This design comes from an exercise in tuning for small area on the open sky130 flow, not from production work.
Function was checked by simulation only, so behaviour that the tests miss may differ from the original.
The clock cells of this run come from the design's own scripts or RTL, not from TritonCTS.
No driver is modelled on the clock port, so clock power and skew are understated where the tree is cut down; a real chip needs a root buffer or a tree.
No activity file was given, so power comes from the tool's default toggle rates.

[flow/config.mk]
export PLATFORM = sky130hd
export DESIGN_NAME = MESI_FSM
export DESIGN_NICKNAME = MESI_FSM
export VERILOG_FILES = /design/flow/design.v
export SDC_FILE = /design/flow/constraint.sdc
export NUM_CORES = 4
export LEC_CHECK = 0
export CAP_MARGIN = 0
export CORE_MARGIN = 2
export CORE_UTILIZATION = 60
export GPL_TIMING_DRIVEN = 0
export SLEW_MARGIN = 0
export SYNTH_HIERARCHICAL = 1
export SYNTH_MINIMUM_KEEP_SIZE = 0
[flow/flow/run.sh]
#!/bin/bash
# The standard ORFS flow (standard.sh, unchanged synthesis) with:
# ABC's buffers removed and every combinational cell downsized after
# floorplan (flow/downsize.tcl), buf_1 port buffers, and a one-level clock
# tree of a few buffers in place of clock_tree_synthesis (flow/manual_cts.tcl).
set -euo pipefail
cd "$(dirname "$0")/.."
W=$(pwd)
bash standard.sh \
  REMOVE_ABC_BUFFERS=1 \
  POST_FLOORPLAN_TCL=$W/flow/downsize.tcl \
  PRE_CTS_TCL=$W/flow/manual_cts.tcl \
  BUFFER_PORTS_ARGS="-buffer_cell sky130_fd_sc_hd__buf_1" \
  finish > flow_standard.log 2>&1
[flow/standard.sh]
#!/bin/bash
# synth_recipe.tcl (not shown) runs the flow's synth.tcl, then flattens the netlist and writes it again
# the make line also repeats each setting of config.mk as NAME=value (left out here)
make -C /OpenROAD-flow-scripts/flow DESIGN_CONFIG=/design/flow/config.mk WORK_HOME=/design/flow/orfs CLKGATE_MAP_FILE= SYNTH_SCRIPT=/design/flow/synth_recipe.tcl "${@:-finish}"
[flow/constraint.sdc]
create_clock -name core_clock -period 8.0 [get_ports {clk}]
set_input_delay 1.6000 -clock core_clock [delete_from_list [all_inputs] [get_ports {clk}]]
set_output_delay 1.6000 -clock core_clock [all_outputs]
set_load 0.01 [all_outputs]
[flow/design.v]
module MESI_FSM #(
    parameter Cache_Block_Size = 8,
    parameter host_pid = 2'b00 )(
    input logic clk,
    input logic resetn,
    input logic Core_Op,                     
    output logic PrHlt,
    input logic [3:0] pr_addr,               
    output logic [Cache_Block_Size-1:0] Cache_output,
    input logic [Cache_Block_Size-1:0] Cache_input,
    input logic [(2+3+2+2+Cache_Block_Size)-1:0] bus_in,
    output logic [(2+3+2+2+Cache_Block_Size)-1:0] bus_out,
    input logic flag_in,
    output logic flag_out
    );
    logic [7:0] data [0:3];
    logic [1:0] tagd [0:3];
    logic [1:0] st   [0:3];
    logic [1:0] cnt;           
    logic [2:0] bo_tid;
    logic [3:0] bo_addr;
    logic [7:0] bo_data;
    wire       rn    = resetn;
    wire       op    = Core_Op;
    wire [7:0] bdata = bus_in[7:0];
    wire [3:0] nps, nbs;
    wire [3:0] Lp, tkeep, Ab, Kp, load, keep, one, co_s, bo_s;
    wire [1:0] wv, tv, sba, sb, sp, tp;
    wire       co_sbd, co_k, co_nff, bo_k, bo_nff, SPR, BD;
    wire [2:0] tid_next;
    wire       f_next, h_next;
    wire [1:0] cnt_next;
    mesi_ctl u_ctl (.rn(rn), .op(op), .H(PrHlt), .pr_addr(pr_addr), .bus_in(bus_in[16:8]),
                    .flag_in(flag_in), .cnt(cnt), .sb(sb), .sp(sp), .tp(tp), .bo_tid(bo_tid),
                    .nps(nps), .nbs(nbs), .Lp(Lp), .tkeep(tkeep), .Ab(Ab), .Kp(Kp),
                    .load(load), .keep(keep), .one(one), .co_s(co_s), .bo_s(bo_s),
                    .wv(wv), .tv(tv), .sba(sba), .co_sbd(co_sbd), .co_k(co_k), .co_nff(co_nff),
                    .bo_k(bo_k), .bo_nff(bo_nff), .SPR(SPR), .BD(BD), .tid_next(tid_next),
                    .f_next(f_next), .h_next(h_next), .cnt_next(cnt_next));
    genvar gi, gj;
    generate for (gj = 0; gj < 2; gj++) begin : g_rd
        mesi_sel4 u_sb (.d0(st[0][gj]),   .d1(st[1][gj]),   .d2(st[2][gj]),   .d3(st[3][gj]),   .ns(nbs), .y(sb[gj]));
        mesi_sel4 u_sp (.d0(st[0][gj]),   .d1(st[1][gj]),   .d2(st[2][gj]),   .d3(st[3][gj]),   .ns(nps), .y(sp[gj]));
        mesi_sel4 u_tp (.d0(tagd[0][gj]), .d1(tagd[1][gj]), .d2(tagd[2][gj]), .d3(tagd[3][gj]), .ns(nps), .y(tp[gj]));
    end endgenerate
    wire [7:0] xval;
    generate for (gj = 0; gj < 8; gj++) begin : g_xv
        mesi_mux2 u_xv (.a0(bdata[gj]), .a1(Cache_input[gj]), .s(op), .x(xval[gj]));
    end endgenerate
    logic [7:0] dnext [0:3];
    logic [1:0] tnext [0:3];
    logic [1:0] snext [0:3];
    wire  [7:0] co_next, bod_next;
    wire  [3:0] boa_next;
    generate for (gi = 0; gi < 4; gi++) begin : g_dp
        for (gj = 0; gj < 8; gj++) begin : g_d
            mesi_a221o u_d (.a1(data[gi][gj]), .a2(keep[gi]), .b1(xval[gj]), .b2(load[gi]), .c1(one[gi]), .x(dnext[gi][gj]));
        end
        for (gj = 0; gj < 2; gj++) begin : g_ts
            mesi_a22o  u_t (.a1(tagd[gi][gj]), .a2(tkeep[gi]), .b1(tv[gj]), .b2(Lp[gi]), .x(tnext[gi][gj]));
            mesi_a222o u_s (.a1(st[gi][gj]), .a2(Kp[gi]), .b1(sba[gj]), .b2(Ab[gi]), .c1(wv[gj]), .c2(Lp[gi]), .x(snext[gi][gj]));
        end
    end endgenerate
    generate for (gj = 0; gj < 8; gj++) begin : g_out
        wire u, v, w, z;
        mesi_a222oi u_cu (.a1(data[0][gj]), .a2(co_s[0]), .b1(data[1][gj]), .b2(co_s[1]), .c1(data[2][gj]), .c2(co_s[2]), .y(u));
        mesi_a222oi u_cv (.a1(data[3][gj]), .a2(co_s[3]), .b1(bdata[gj]), .b2(co_sbd), .c1(Cache_output[gj]), .c2(co_k), .y(v));
        mesi_nand3  u_co (.a(u), .b(v), .c(co_nff), .y(co_next[gj]));
        mesi_a222oi u_bu (.a1(data[0][gj]), .a2(bo_s[0]), .b1(data[1][gj]), .b2(bo_s[1]), .c1(data[2][gj]), .c2(bo_s[2]), .y(w));
        mesi_a22oi  u_bv (.a1(data[3][gj]), .a2(bo_s[3]), .b1(bo_data[gj]), .b2(bo_k), .y(z));
        mesi_nand3  u_bo (.a(w), .b(z), .c(bo_nff), .y(bod_next[gj]));
    end endgenerate
    generate for (gj = 0; gj < 4; gj++) begin : g_boa
        mesi_a222o u_a (.a1(pr_addr[gj]), .a2(SPR), .b1(bus_in[8+gj]), .b2(BD), .c1(bo_addr[gj]), .c2(bo_k), .x(boa_next[gj]));
    end endgenerate
    always_ff @(posedge clk) begin
        for (int i = 0; i < 4; i++) begin
            data[i] <= dnext[i];
            tagd[i] <= tnext[i];
            st[i]   <= snext[i];
        end
        bo_data      <= bod_next;
        bo_addr      <= boa_next;
        Cache_output <= co_next;
        bo_tid   <= tid_next;
        flag_out <= f_next;
        cnt      <= cnt_next;
        PrHlt    <= h_next;
    end
    assign bus_out = {host_pid, bo_tid, bo_addr, bo_data};
endmodule
module mesi_sel4 (input logic d0, d1, d2, d3, input logic [3:0] ns, output logic y);
    wire u, v;
    mesi_o22ai u_u (.a1(d0), .a2(ns[0]), .b1(d1), .b2(ns[1]), .y(u));
    mesi_o22ai u_v (.a1(d2), .a2(ns[2]), .b1(d3), .b2(ns[3]), .y(v));
    mesi_nor2  u_y (.a(u), .b(v), .y(y));
endmodule
module mesi_a221o (input logic a1, a2, b1, b2, c1, output logic x);
    assign x = (a1 & a2) | (b1 & b2) | c1;
endmodule
module mesi_a22o (input logic a1, a2, b1, b2, output logic x);
    assign x = (a1 & a2) | (b1 & b2);
endmodule
module mesi_a222o (input logic a1, a2, b1, b2, c1, c2, output logic x);
    wire y;
    mesi_a222oi u_y (.a1(a1), .a2(a2), .b1(b1), .b2(b2), .c1(c1), .c2(c2), .y(y));
    assign x = ~y;
endmodule
module mesi_a222oi (input logic a1, a2, b1, b2, c1, c2, output logic y);
    assign y = ~((a1 & a2) | (b1 & b2) | (c1 & c2));
endmodule
module mesi_a22oi (input logic a1, a2, b1, b2, output logic y);
    assign y = ~((a1 & a2) | (b1 & b2));
endmodule
module mesi_o22ai (input logic a1, a2, b1, b2, output logic y);
    assign y = ~((a1 | a2) & (b1 | b2));
endmodule
module mesi_nor2 (input logic a, b, output logic y);
    assign y = ~(a | b);
endmodule
module mesi_nand3 (input logic a, b, c, output logic y);
    assign y = ~(a & b & c);
endmodule
module mesi_mux2 (input logic a0, a1, s, output logic x);
    assign x = s ? a1 : a0;
endmodule
module mesi_ctl (rn, op, H, pr_addr, bus_in, flag_in, cnt, sb, sp, tp, bo_tid, nps, nbs, Lp, tkeep, Ab, Kp, load, keep, one, co_s, bo_s, wv, tv, sba, co_sbd, co_k, co_nff, bo_k, bo_nff, SPR, BD, tid_next, f_next, h_next, cnt_next);
    input rn;
    input op;
    input H;
    input [3:0] pr_addr;
    input [16:8] bus_in;
    input flag_in;
    input [1:0] cnt;
    input [1:0] sb;
    input [1:0] sp;
    input [1:0] tp;
    input [2:0] bo_tid;
    output [3:0] nps;
    output [3:0] nbs;
    output [3:0] Lp;
    output [3:0] tkeep;
    output [3:0] Ab;
    output [3:0] Kp;
    output [3:0] load;
    output [3:0] keep;
    output [3:0] one;
    output [3:0] co_s;
    output [3:0] bo_s;
    output [1:0] wv;
    output [1:0] tv;
    output [1:0] sba;
    output co_sbd;
    output co_k;
    output co_nff;
    output bo_k;
    output bo_nff;
    output SPR;
    output BD;
    output [2:0] tid_next;
    output f_next;
    output h_next;
    output [1:0] cnt_next;
    wire w0, w1, w2, w3, w4, w5, w6, w7, w8, w9, w10, w11;
    wire w12, w13, w14, w15, w16, w17, w18, w19, w20, w21, w22, w23;
    wire w24, w25, w26, w27, w28, w29, w30, w31, w32, w33, w34, w35;
    wire w36, w37, w38, w39, w40, w41, w42, w43, w44, w45, w46, w47;
    wire w48, w49, w50, w51, w52, w53, w54, w55, w56, w57, w58, w59;
    wire w60, w61, w62, w63, w64, w65;
    c_nor2 g0 (.a(bus_in[14]), .b(bus_in[13]), .y(w0));
    c_a21oi g1 (.a1(sb[1]), .a2(sb[0]), .b1(w0), .y(w1));
    c_and2 g2 (.a(bus_in[13]), .b(bus_in[12]), .x(w2));
    c_o21ai g3 (.a1(bus_in[14]), .a2(w2), .b1(sb[0]), .y(w3));
    c_o21ai g4 (.a1(bus_in[12]), .a2(w1), .b1(w3), .y(sba[0]));
    c_inv g5 (.a(sb[1]), .y(w4));
    c_nor2 g6 (.a(w4), .b(w0), .y(sba[1]));
    c_inv g7 (.a(pr_addr[0]), .y(w5));
    c_inv g8 (.a(pr_addr[1]), .y(w6));
    c_nand2 g9 (.a(w5), .b(w6), .y(nps[0]));
    c_o21ai g10 (.a1(bus_in[15]), .a2(bus_in[16]), .b1(flag_in), .y(w7));
    c_nor3b g11 (.a(bus_in[14]), .b(w7), .c_n(H), .y(w8));
    c_inv g12 (.a(bus_in[10]), .y(w9));
    c_inv g13 (.a(tp[1]), .y(w10));
    c_inv g14 (.a(bus_in[11]), .y(w11));
    c_o22ai g15 (.a1(sb[1]), .a2(sb[0]), .b1(w11), .b2(tp[1]), .y(w12));
    c_a21oi g16 (.a1(tp[0]), .a2(w9), .b1(w12), .y(w13));
    c_o221ai g17 (.a1(tp[0]), .a2(w9), .b1(bus_in[11]), .b2(w10), .c1(w13), .y(w14));
    c_nand3 g18 (.a(w2), .b(w8), .c(w14), .y(w15));
    c_inv g19 (.a(pr_addr[3]), .y(w16));
    c_inv g20 (.a(pr_addr[2]), .y(w17));
    c_o22ai g21 (.a1(bus_in[10]), .a2(pr_addr[2]), .b1(w9), .b2(w17), .y(w18));
    c_o221ai g22 (.a1(w11), .a2(pr_addr[3]), .b1(bus_in[11]), .b2(w16), .c1(w18), .y(w19));
    c_inv g23 (.a(bus_in[9]), .y(w20));
    c_inv g24 (.a(bus_in[8]), .y(w21));
    c_o22ai g25 (.a1(bus_in[8]), .a2(pr_addr[0]), .b1(w21), .b2(w5), .y(w22));
    c_o221ai g26 (.a1(w20), .a2(pr_addr[1]), .b1(bus_in[9]), .b2(w6), .c1(w22), .y(w23));
    c_or2 g27 (.a(w7), .b(w14), .x(w24));
    c_nor2 g28 (.a(w23), .b(w24), .y(w25));
    c_or2 g29 (.a(sp[1]), .b(w25), .x(w26));
    c_nor2 g30 (.a(tp[0]), .b(w17), .y(w27));
    c_o221ai g31 (.a1(tp[1]), .a2(w16), .b1(w10), .b2(pr_addr[3]), .c1(w15), .y(w28));
    c_inv g32 (.a(w25), .y(w29));
    c_nor3 g33 (.a(sba[0]), .b(sba[1]), .c(w29), .y(w30));
    c_a2111oi g34 (.a1(tp[0]), .a2(w17), .b1(w27), .c1(w28), .d1(w30), .y(w31));
    c_o21ai g35 (.a1(sp[0]), .a2(w26), .b1(w31), .y(w32));
    c_o21ai g36 (.a1(w15), .a2(w19), .b1(w32), .y(w33));
    c_inv g37 (.a(w33), .y(w34));
    c_nand2 g38 (.a(cnt[1]), .b(w34), .y(w35));
    c_nor2 g39 (.a(op), .b(w35), .y(w36));
    c_nand2 g40 (.a(rn), .b(w36), .y(co_nff));
    c_nor2 g41 (.a(nps[0]), .b(co_nff), .y(one[0]));
    c_nand2 g42 (.a(w5), .b(pr_addr[1]), .y(nps[2]));
    c_inv g43 (.a(rn), .y(w37));
    c_nor2 g44 (.a(w37), .b(w15), .y(w38));
    c_inv g45 (.a(w38), .y(w39));
    c_nand2 g46 (.a(w21), .b(bus_in[9]), .y(nbs[2]));
    c_nor2 g47 (.a(op), .b(w34), .y(w40));
    c_nor2 g48 (.a(cnt[1]), .b(w33), .y(w41));
    c_nor3 g49 (.a(w40), .b(w41), .c(w37), .y(w42));
    c_inv g50 (.a(w42), .y(w43));
    c_o22ai g51 (.a1(w39), .a2(nbs[2]), .b1(nps[2]), .b2(w43), .y(load[2]));
    c_nor2 g52 (.a(w37), .b(load[2]), .y(keep[2]));
    c_nand2 g53 (.a(pr_addr[0]), .b(w6), .y(nps[1]));
    c_nand2 g54 (.a(bus_in[8]), .b(w20), .y(nbs[1]));
    c_o22ai g55 (.a1(w39), .a2(nbs[1]), .b1(w43), .b2(nps[1]), .y(load[1]));
    c_nor2 g56 (.a(w37), .b(load[1]), .y(keep[1]));
    c_nand2 g57 (.a(w21), .b(w20), .y(nbs[0]));
    c_o22ai g58 (.a1(w39), .a2(nbs[0]), .b1(nps[0]), .b2(w43), .y(load[0]));
    c_nor2 g59 (.a(w37), .b(load[0]), .y(keep[0]));
    c_nor2 g60 (.a(w38), .b(w42), .y(w44));
    c_nor2 g61 (.a(nps[2]), .b(w44), .y(Lp[2]));
    c_nor2 g62 (.a(w37), .b(Lp[2]), .y(tkeep[2]));
    c_or2 g63 (.a(w37), .b(w24), .x(w45));
    c_o21a g64 (.a1(nbs[2]), .a2(w45), .b1(tkeep[2]), .x(Kp[2]));
    c_nor2 g65 (.a(nps[1]), .b(w44), .y(Lp[1]));
    c_nor2 g66 (.a(w37), .b(Lp[1]), .y(tkeep[1]));
    c_o21a g67 (.a1(nbs[1]), .a2(w45), .b1(tkeep[1]), .x(Kp[1]));
    c_nor2 g68 (.a(nps[0]), .b(w44), .y(Lp[0]));
    c_nor2 g69 (.a(w37), .b(Lp[0]), .y(tkeep[0]));
    c_o21a g70 (.a1(nbs[0]), .a2(w45), .b1(tkeep[0]), .x(Kp[0]));
    c_nor3 g71 (.a(nbs[2]), .b(w45), .c(Lp[2]), .y(Ab[2]));
    c_nor3 g72 (.a(nbs[1]), .b(w45), .c(Lp[1]), .y(Ab[1]));
    c_nor3 g73 (.a(nbs[0]), .b(w45), .c(Lp[0]), .y(Ab[0]));
    c_inv g74 (.a(w35), .y(w46));
    c_nor2 g75 (.a(w15), .b(w46), .y(w47));
    c_inv g76 (.a(w47), .y(w48));
    c_o22ai g77 (.a1(w9), .a2(w48), .b1(w17), .b2(w47), .y(tv[0]));
    c_inv g78 (.a(op), .y(w49));
    c_o21a g79 (.a1(sba[1]), .a2(w29), .b1(w26), .x(w50));
    c_nor3 g80 (.a(w49), .b(w32), .c(w50), .y(w51));
    c_nor2 g81 (.a(w4), .b(w24), .y(w52));
    c_nand3 g82 (.a(sb[0]), .b(w52), .c(w0), .y(w53));
    c_nor4 g83 (.a(w34), .b(w51), .c(w37), .d(w53), .y(BD));
    c_inv g84 (.a(BD), .y(w54));
    c_nor2 g85 (.a(nbs[2]), .b(w54), .y(bo_s[2]));
    c_nor2 g86 (.a(nbs[1]), .b(w54), .y(bo_s[1]));
    c_nor2 g87 (.a(nbs[0]), .b(w54), .y(bo_s[0]));
    c_o21a g88 (.a1(w23), .a2(w15), .b1(w40), .x(w55));
    c_nand2 g89 (.a(rn), .b(w55), .y(w56));
    c_nor2 g90 (.a(nps[1]), .b(w56), .y(co_s[1]));
    c_nor2 g91 (.a(nps[0]), .b(w56), .y(co_s[0]));
    c_o21ai g92 (.a1(cnt[0]), .a2(w41), .b1(rn), .y(w57));
    c_a21oi g93 (.a1(cnt[0]), .a2(w34), .b1(w57), .y(cnt_next[0]));
    c_nor2 g94 (.a(w34), .b(w51), .y(w58));
    c_nand3 g95 (.a(w58), .b(w53), .c(rn), .y(w59));
    c_inv g96 (.a(w59), .y(bo_k));
    c_a221o g97 (.a1(rn), .a2(w51), .b1(bo_tid[1]), .b2(bo_k), .c1(BD), .x(tid_next[1]));
    c_inv g98 (.a(bo_tid[2]), .y(w60));
    c_nand2 g99 (.a(rn), .b(w46), .y(bo_nff));
    c_o21ai g100 (.a1(w60), .a2(w59), .b1(bo_nff), .y(tid_next[2]));
    c_nand2 g101 (.a(bus_in[8]), .b(bus_in[9]), .y(nbs[3]));
    c_nor2 g102 (.a(w54), .b(nbs[3]), .y(bo_s[3]));
    c_nand2 g103 (.a(pr_addr[0]), .b(pr_addr[1]), .y(nps[3]));
    c_nor2 g104 (.a(w56), .b(nps[3]), .y(co_s[3]));
    c_nor2 g105 (.a(co_nff), .b(nps[3]), .y(one[3]));
    c_o22ai g106 (.a1(w39), .a2(nbs[3]), .b1(w43), .b2(nps[3]), .y(load[3]));
    c_nor2 g107 (.a(w37), .b(load[3]), .y(keep[3]));
    c_nor2 g108 (.a(w44), .b(nps[3]), .y(Lp[3]));
    c_nor2 g109 (.a(w37), .b(Lp[3]), .y(tkeep[3]));
    c_o21a g110 (.a1(w45), .a2(nbs[3]), .b1(tkeep[3]), .x(Kp[3]));
    c_nor3 g111 (.a(w45), .b(nbs[3]), .c(Lp[3]), .y(Ab[3]));
    c_o22ai g112 (.a1(cnt[1]), .a2(w34), .b1(cnt[0]), .b2(w33), .y(w61));
    c_nor2 g113 (.a(w37), .b(w61), .y(cnt_next[1]));
    c_nor2 g114 (.a(w37), .b(w58), .y(SPR));
    c_a211oi g115 (.a1(w23), .a2(w33), .b1(w48), .c1(op), .y(w62));
    c_nor4 g116 (.a(w55), .b(w62), .c(w36), .d(w37), .y(co_k));
    c_nor2b g117 (.a(w37), .b_n(w62), .y(co_sbd));
    c_a21oi g118 (.a1(H), .a2(w15), .b1(w34), .y(w63));
    c_nor3 g119 (.a(w46), .b(w63), .c(w37), .y(h_next));
    c_a21oi g120 (.a1(w58), .a2(w53), .b1(w37), .y(f_next));
    c_o22ai g121 (.a1(w11), .a2(w48), .b1(w16), .b2(w47), .y(tv[1]));
    c_nor2 g122 (.a(w23), .b(w19), .y(w64));
    c_o21ai g123 (.a1(w35), .a2(w64), .b1(w49), .y(wv[1]));
    c_o21ai g124 (.a1(w23), .a2(w19), .b1(w36), .y(wv[0]));
    c_nor2 g125 (.a(w37), .b(w49), .y(w65));
    c_a221o g126 (.a1(w41), .a2(w65), .b1(bo_tid[0]), .b2(bo_k), .c1(BD), .x(tid_next[0]));
    c_nor2 g127 (.a(nps[2]), .b(w56), .y(co_s[2]));
    c_nor2 g128 (.a(co_nff), .b(nps[2]), .y(one[2]));
    c_nor2 g129 (.a(co_nff), .b(nps[1]), .y(one[1]));
endmodule
module c_a2111oi (input logic a1, a2, b1, c1, d1, output logic y); assign y = (~a1&~b1&~c1&~d1) | (~a2&~b1&~c1&~d1); endmodule
module c_a211oi (input logic a1, a2, b1, c1, output logic y); assign y = (~a1&~b1&~c1) | (~a2&~b1&~c1); endmodule
module c_a21oi (input logic a1, a2, b1, output logic y); assign y = (~a1&~b1) | (~a2&~b1); endmodule
module c_a221o (input logic a1, a2, b1, b2, c1, output logic x); assign x = (b1&b2) | (a1&a2) | (c1); endmodule
module c_and2 (input logic a, b, output logic x); assign x = (a&b); endmodule
module c_inv (input logic a, output logic y); assign y = (~a); endmodule
module c_nand2 (input logic a, b, output logic y); assign y = (~a) | (~b); endmodule
module c_nand3 (input logic a, b, c, output logic y); assign y = (~a) | (~b) | (~c); endmodule
module c_nor2 (input logic a, b, output logic y); assign y = (~a&~b); endmodule
module c_nor2b (input logic a, b_n, output logic y); assign y = (~a&b_n); endmodule
module c_nor3 (input logic a, b, c, output logic y); assign y = (~a&~b&~c); endmodule
module c_nor3b (input logic a, b, c_n, output logic y); assign y = (~a&~b&c_n); endmodule
module c_nor4 (input logic a, b, c, d, output logic y); assign y = (~a&~b&~c&~d); endmodule
module c_o21a (input logic a1, a2, b1, output logic x); assign x = (a1&b1) | (a2&b1); endmodule
module c_o21ai (input logic a1, a2, b1, output logic y); assign y = (~a1&~a2) | (~b1); endmodule
module c_o221ai (input logic a1, a2, b1, b2, c1, output logic y); assign y = (~b1&~b2) | (~a1&~a2) | (~c1); endmodule
module c_o22ai (input logic a1, a2, b1, b2, output logic y); assign y = (~b1&~b2) | (~a1&~a2); endmodule
module c_or2 (input logic a, b, output logic x); assign x = (a) | (b); endmodule
[flow/flow/manual_cts.tcl]
proc mcts_split { pts k } {
  if { $k <= 1 || [llength $pts] <= 1 } { return [list $pts] }
  set xs {}; set ys {}
  foreach p $pts { lappend xs [lindex $p 1]; lappend ys [lindex $p 2] }
  set xs [lsort -integer $xs]; set ys [lsort -integer $ys]
  set dx [expr {[lindex $xs end] - [lindex $xs 0]}]
  set dy [expr {[lindex $ys end] - [lindex $ys 0]}]
  set idx [expr {$dx >= $dy ? 1 : 2}]
  set s [lsort -integer -index $idx $pts]
  set k1 [expr {$k / 2}]
  set n1 [expr {int(round(double([llength $s]) * $k1 / $k))}]
  return [concat [mcts_split [lrange $s 0 [expr {$n1 - 1}]] $k1] \
                 [mcts_split [lrange $s $n1 end] [expr {$k - $k1}]]]
}

proc mcts_centre { pts } {
  set sx 0; set sy 0
  foreach p $pts { incr sx [lindex $p 1]; incr sy [lindex $p 2] }
  set n [llength $pts]
  return [list [expr {$sx / $n}] [expr {$sy / $n}]]
}

# build K groups driven by cell leaf; returns the created instances and nets
proc mcts_build { block clk pts k leaf tag } {
  set db [ord::get_db]
  set made {}
  set g 0
  foreach grp [mcts_split $pts $k] {
    set net [odb::dbNet_create $block clknet_${tag}_$g]
    $net setSigType CLOCK
    set inst [odb::dbInst_create $block [$db findMaster $leaf] clkbuf_${tag}_$g]
    [$inst findITerm A] connect $clk
    [$inst findITerm X] connect $net
    foreach p $grp {
      set it [lindex $p 0]
      $it disconnect
      $it connect $net
    }
    set c [mcts_centre $grp]
    $inst setLocation [lindex $c 0] [lindex $c 1]
    $inst setPlacementStatus PLACED
    lappend made [list $inst $net $grp]
    incr g
  }
  return $made
}

proc mcts_undo { clk made } {
  foreach m $made {
    lassign $m inst net grp
    foreach p $grp {
      set it [lindex $p 0]
      $it disconnect
      $it connect $clk
    }
    odb::dbInst_destroy $inst
    odb::dbNet_destroy $net
  }
}

proc mcts_max_slew { } {
  set mx 0
  foreach p [get_pins -hierarchical */CLK] {
    foreach t {rise fall} {
      set s [get_property $p slew_max_$t]
      if { $s > $mx } { set mx $s }
    }
  }
  return $mx
}

proc clock_tree_synthesis { args } {
  set target 0.115
  if { [info exists ::env(MCTS_TARGET)] } { set target $::env(MCTS_TARGET) }
  set cands {
    {2 sky130_fd_sc_hd__buf_12}
    {3 sky130_fd_sc_hd__buf_8}
    {2 sky130_fd_sc_hd__clkbuf_16}
    {2 sky130_fd_sc_hd__buf_16}
    {4 sky130_fd_sc_hd__clkbuf_8}
    {3 sky130_fd_sc_hd__buf_12}
    {4 sky130_fd_sc_hd__buf_8}
    {3 sky130_fd_sc_hd__clkbuf_16}
    {4 sky130_fd_sc_hd__buf_12}
    {3 sky130_fd_sc_hd__buf_16}
    {4 sky130_fd_sc_hd__buf_16}
  }
  set db [ord::get_db]
  set block [[$db getChip] getBlock]
  set clk [$block findNet clk]
  set pts {}
  foreach it [$clk getITerms] {
    if { [$it isInputSignal] } {
      set loc [[$it getInst] getLocation]
      lappend pts [list $it [lindex $loc 0] [lindex $loc 1]]
    }
  }
  set_propagated_clock [all_clocks]
  set n 0
  foreach c $cands {
    lassign $c k leaf
    set made [mcts_build $block $clk $pts $k $leaf t$n]
    estimate_parasitics -placement
    set s [mcts_max_slew]
    puts "manual cts: $k x $leaf: estimated max clock-pin slew [format %.1f [expr {$s * 1000}]] ps"
    if { $s <= $target || $n == [llength $cands] - 1 } {
      puts "manual cts: kept $k x $leaf for [llength $pts] flip-flops"
      return
    }
    mcts_undo $clk $made
    incr n
  }
}
[flow/flow/downsize.tcl]
# Swap every combinational cell for the smallest cell of the same function
# (same name up to the drive-strength suffix). Later repair steps fix any
# slew, capacitance or timing this breaks.
set db [ord::get_db]
set block [[$db getChip] getBlock]
set dont_use [split $::env(DONT_USE_CELLS)]
set n 0
foreach inst [$block getInsts] {
  set m [$inst getMaster]
  set name [$m getName]
  if { ![regexp {^(sky130_fd_sc_hd__[a-z0-9]+)_([0-9]+)$} $name -> base sz] } { continue }
  if { [regexp {df|dl|tap|fill|decap|conb|clk|probe|lpflow|diode} $base] } { continue }
  set best $m
  foreach s {0 1 2 4 6 8 12 16} {
    set c [$db findMaster ${base}_$s]
    if { $c eq "NULL" || $c eq "" } { continue }
    if { [lsearch -exact $dont_use ${base}_$s] >= 0 } { continue }
    if { [$c getWidth] < [$best getWidth] } { set best $c }
  }
  if { $best ne $m } {
    replace_cell [$inst getName] [$best getName]
    incr n
  }
}
puts "downsize: replaced $n cells"
==> flow_results.xml <==
<?xml version="1.0" encoding="UTF-8"?>
<metrics>
  <group name="timing">
    <metric name="post-route-period-util" unit="">0.808</metric>
    <metric name="hold_violations" unit="">0</metric>
    <metric name="min_clock_period_post_route" unit="ns">6.46</metric>
    <metric name="final_tns_setup" unit="ns">0</metric>
    <metric name="grt_setup_unrepaired" unit="">no</metric>
    <metric name="maxClockFrequency" unit="MHz">155</metric>
    <metric name="drv_slew" unit="">0</metric>
    <metric name="slew-limit-headroom" unit="">0.181</metric>
    <metric name="setup_viol_count_final" unit="">0</metric>
    <metric name="final.setup_skew" unit="ns">0.0102</metric>
    <metric name="measured_slew_at_the_worst_slew_check_pin" unit="ns">1.22</metric>
  </group>
  <group name="critical_path">
    <metric name="startpoint_type_of_the_worst_setup_path" unit="">input pin</metric>
    <metric name="timing.reg2reg.worst_path_depth" unit="">16</metric>
    <metric name="worst-setup-path-type" unit="">in2reg</metric>
    <metric name="worst-path-max-fanout" unit="">8</metric>
    <metric name="cp.required" unit="ns">8.07</metric>
    <metric name="startpoint_of_the_most_critical_register_to_register_path" unit="">st[0][0]</metric>
    <metric name="setup.reg_to_reg.worst_slack" unit="ns">3.20</metric>
    <metric name="critical_path_capture_point_type" unit="">flop</metric>
    <metric name="worst-endpoint-arrival" unit="ns">6.54</metric>
    <metric name="reg2reg_to" unit="">bo_data[3]</metric>
  </group>
  <group name="grt">
    <metric name="globalRouteTotalUtil" unit="">0.291</metric>
    <metric name="grt_antenna_before_repair" unit="">0</metric>
    <metric name="maximum_number_of_pins_on_one_net_before_global_route_repair" unit="">26</metric>
    <metric name="first_global_vias" unit="">2956</metric>
    <metric name="grt_first_pass_wirelength" unit="um">14900</metric>
    <metric name="total_congestion_overflow_after_global_routing" unit="">0</metric>
  </group>
  <group name="routing">
    <metric name="via_per_inst" unit="">6.94</metric>
    <metric name="met3_length" unit="um">758</metric>
    <metric name="routed-wl-met2" unit="um">4840</metric>
    <metric name="wl_per_cell" unit="um">20.2</metric>
    <metric name="detail_route.wirelength" unit="um">9640</metric>
    <metric name="top_signal_layer_used" unit="">met4</metric>
    <metric name="number_of_drc_violations_after_detailed_routing" unit="">0</metric>
    <metric name="antenna_left" unit="">0</metric>
    <metric name="num_vias" unit="">3312</metric>
    <metric name="met1Wirelength" unit="um">3810</metric>
    <metric name="initialDrtViolationCount" unit="">424</metric>
    <metric name="drt-pass1-iter-count" unit="">8</metric>
  </group>
  <group name="synth">
    <metric name="combinational_family_with_the_most_area_after_synthesis" unit="">compound AO/OA/AOI/OAI gates</metric>
    <metric name="post_synth_and_or_nand_nor_area_fraction" unit="">0.135</metric>
    <metric name="post_synth_inst_count" unit="">346</metric>
    <metric name="synthMuxAreaShare" unit="">0.0347</metric>
    <metric name="fraction_of_the_mapped_netlist_area_in_adder_cells" unit="">0</metric>
    <metric name="synth-xor-area-share" unit="">0</metric>
    <metric name="synth_seq_cells" unit="">75</metric>
    <metric name="yosys_warnings" unit="">16</metric>
    <metric name="syn_avg_cell_area" unit="sq um">10.0</metric>
    <metric name="synth_compound_area_frac" unit="">0.355</metric>
    <metric name="synth.lib_cells_used.distinct" unit="">25</metric>
    <metric name="synth_seq_area_share" unit="">0.434</metric>
    <metric name="syn-cell-area" unit="sq um">3460</metric>
  </group>
  <group name="floorplan">
    <metric name="floorplan.rows" unit="">27</metric>
    <metric name="die_width" unit="um">80.0</metric>
    <metric name="dieArea" unit="sq um">6400</metric>
    <metric name="die-height" unit="um">80.0</metric>
    <metric name="floorplan.initialDensity" unit="">0.625</metric>
    <metric name="design.core.area" unit="sq um">5540</metric>
    <metric name="floorplan.io_pins" unit="">60</metric>
  </group>
  <group name="placement">
    <metric name="gpl.final_weighted_congestion" unit="">0.909</metric>
    <metric name="place_area" unit="sq um">3570</metric>
    <metric name="placed_insts" unit="">474</metric>
    <metric name="dp_hpwl" unit="um">7100</metric>
    <metric name="numPortBuffers" unit="">57</metric>
  </group>
  <group name="worst_hold_path">
    <metric name="hp-start" unit="">bo_tid[2]</metric>
    <metric name="holdPathStages" unit="">2</metric>
    <metric name="hold_path.class" unit="">reg2reg</metric>
    <metric name="whs_endpoint" unit="">bo_tid[2]</metric>
  </group>
  <group name="cells_and_area">
    <metric name="layout_cells_sized_above_1" unit="">0.00741</metric>
    <metric name="design.final.nets" unit="">440</metric>
    <metric name="layout_common_cells" unit="">dfxtp_1 (75), buf_1 (57), nor2_1 (46)</metric>
    <metric name="fin_cells" unit="">477</metric>
    <metric name="n_antenna_cell" unit="">0</metric>
    <metric name="layout.cells.most_common" unit="">dfxtp_1</metric>
    <metric name="final_cell_area" unit="sq um">3630</metric>
    <metric name="area.growth.synth_to_final" unit="%">4.70</metric>
  </group>
  <group name="power">
    <metric name="cellLeakagePower" unit="nW">1.42</metric>
    <metric name="vdd.ir_drop.worst" unit="mV">0.121</metric>
    <metric name="powerDensity" unit="nW/um^2">196</metric>
  </group>
  <group name="clocking">
    <metric name="cts_hold_repair.buffers" unit="">0</metric>
    <metric name="cts_repair_resize_count" unit="">0</metric>
    <metric name="cts_post_setup_buffers_inserted" unit="">0</metric>
    <metric name="clkLatencyLatePin" unit="ns">0.14</metric>
    <metric name="clk_pin_slew" unit="ns">0.10</metric>
  </group>
  <group name="flow_run">
    <metric name="max-cap-violations" unit="">0</metric>
  </group>
  <group name="status">
    <metric name="outcome" unit="">finished clean</metric>
  </group>
</metrics>
where the power goes:
group / leakage [nW] / internal, mW / switching (mW) / total [mW]
logic: 0.777 / 0.0467 / 0.0797 / 0.126
registers: 0.612 / 0.405 / 0.0219 / 0.427
clock network: 0.0282 / 0.0612 / 0.0943 / 0.155
total: 1.42 / 0.513 / 0.196 / 0.709
Yosys stat by module (local to each module, per instance), excerpt:
module / copies in the design / cells inside / flops+latches
c_and2: 1 / 1 / 0
mesi_nor2: 6 / 1 / 0
c_a211oi: 1 / 1 / 0
c_nor2b: 1 / 1 / 0
c_o22ai: 10 / 1 / 0
c_a221o: 2 / 1 / 0
c_nor4: 2 / 1 / 0
c_or2: 3 / 1 / 0
c_a21oi: 5 / 1 / 0
mesi_a222oi: 36 / 1 / 0
state kept, by name, indices dropped and copies added (netlist names):
| name | count |
|---|---|
| data | 32 |
| bo_addr | 4 |
| bo_data | 8 |
| bo_tid | 3 |
| PrHlt | 1 |
| flag_out | 1 |
| tagd | 8 |
| Cache_output | 8 |
| st | 8 |
| cnt | 2 |
stage by stage:
stage,total power [mW],hold slack [ns],utilization,setup slack (ns)
floorplan,0.526,0.437,-,2.99
global placement,0.556,0.434,0.644,1.63
detailed placement,0.559,0.441,0.644,1.53
CTS,0.709,0.457,0.654,1.66
global route,0.741,0.497,0.654,1.00
finish,0.709,0.457,0.654,1.54
cell families after synthesis:
kind of cell	count (synthesis)
simple gates	93
compound gates	134
other cells	1
mux	8
flops	75
buf+inv	35
layer usage:
metal / global-route usage / up-vias
met5: 0 / -
met2: 0.514 / 179
met4: 0.0780 / 0
met3: 0.0158 / 18
met1: 0.387 / 1581
li1: - / 1534
worst max path at each step:
stage | to | slack [ns] | depth (start not counted) | from
after CTS | bo_data[3] | 1.66 | 19 | pr_addr[1]
after detailed placement | bo_data[3] | 1.53 | 19 | pr_addr[1]
after global placement | bo_data[0] | 1.63 | 19 | pr_addr[0]
final | bo_data[3] | 1.54 | 19 | pr_addr[0]
after global routing | bo_data[3] | 1.00 | 19 | pr_addr[1]
after floorplan | bo_data[0] | 2.99 | 18 | bus_in[8]
cells in the mapped netlist:
| cell type | instances | share of area |
|---|---|---|
| o22ai_1 | 22 | 0.040 |
| a22oi_2 | 8 | 0.029 |
| a211oi_2 | 1 | 0.0036 |
| a221o_1 | 34 | 0.098 |
| nor3b_2 | 1 | 0.0036 |
| a2111oi_2 | 1 | 0.0043 |
| a22o_1 | 8 | 0.020 |
| nor2_1 | 46 | 0.050 |
| o21a_1 | 6 | 0.013 |
| conb_1 | 1 | 0.0011 |
| and2_1 | 1 | 0.0018 |
| nand3_1 | 19 | 0.027 |
| o221ai_2 | 4 | 0.017 |
| nor4_2 | 2 | 0.0072 |
| nand2_1 | 12 | 0.013 |
| o21ai_1 | 9 | 0.013 |
| nor2b_4 | 1 | 0.0040 |
| inv_1 | 33 | 0.036 |
| nor3_2 | 8 | 0.023 |
| buf_4 | 2 | 0.0043 |
| a21oi_2 | 5 | 0.013 |
| dfxtp_1 | 75 | 0.43 |
| or2_1 | 3 | 0.0054 |
| a222oi_1 | 36 | 0.10 |
| mux2_4 | 8 | 0.035 |
worst max-delay path, cell delays in order:
cell       delay, ns
buf_1           0.20
inv_1           0.11
nand2_1         0.23
o22ai_1         0.15
nor2_1          0.22
o22ai_1         0.12
a21oi_1         0.14
o221ai_1        0.15
nand3_1         0.24
o221ai_1        0.16
a2111oi_0       0.40
o21ai_1         0.17
o21ai_1         0.21
inv_1           0.19
nor4_1          0.92
inv_1           0.24
nor2_1          0.60
a222oi_1        0.32
nand3_1         0.15
layout make-up:
cell class / count / area (sq um)
flip-flops and latches: 75 / 1500
repair buffers: 57 / 214
inverters: 33 / 124
fillers: 499 / 1910
plain buffers: 3 / 60.1
multi-input cells: 237 / 1640
well taps: 72 / 90.1

## separate check: timing with driven ports
In the flow no input, the clock included, has a driving cell. The finished layout below was timed again as built, in two steps.
Step 1 sets driving cells, clkbuf_16 on the clock port and buf_2 on the other inputs (assumed; they add their load-dependent delay and slew).
Step 2, shift: input delay + t, output delay - t, t = (earliest + latest rising clock arrival at the registers) / 2. This alone moves slack from input paths to output paths.
Three values: no drivers, after step 1, after step 2; two values: the first two.
t (ns): 0.201
setup WS [ns]: 1.535 / 1.575 / 1.374
worst setup path after step 2: input to register
latest minus earliest clock arrival (ns): 0.010 / 0.010
After both steps setup and hold are still met in this run. For this run, drivers alone change the setup slack by +0.040 ns; drivers and shift together by -0.161 ns.
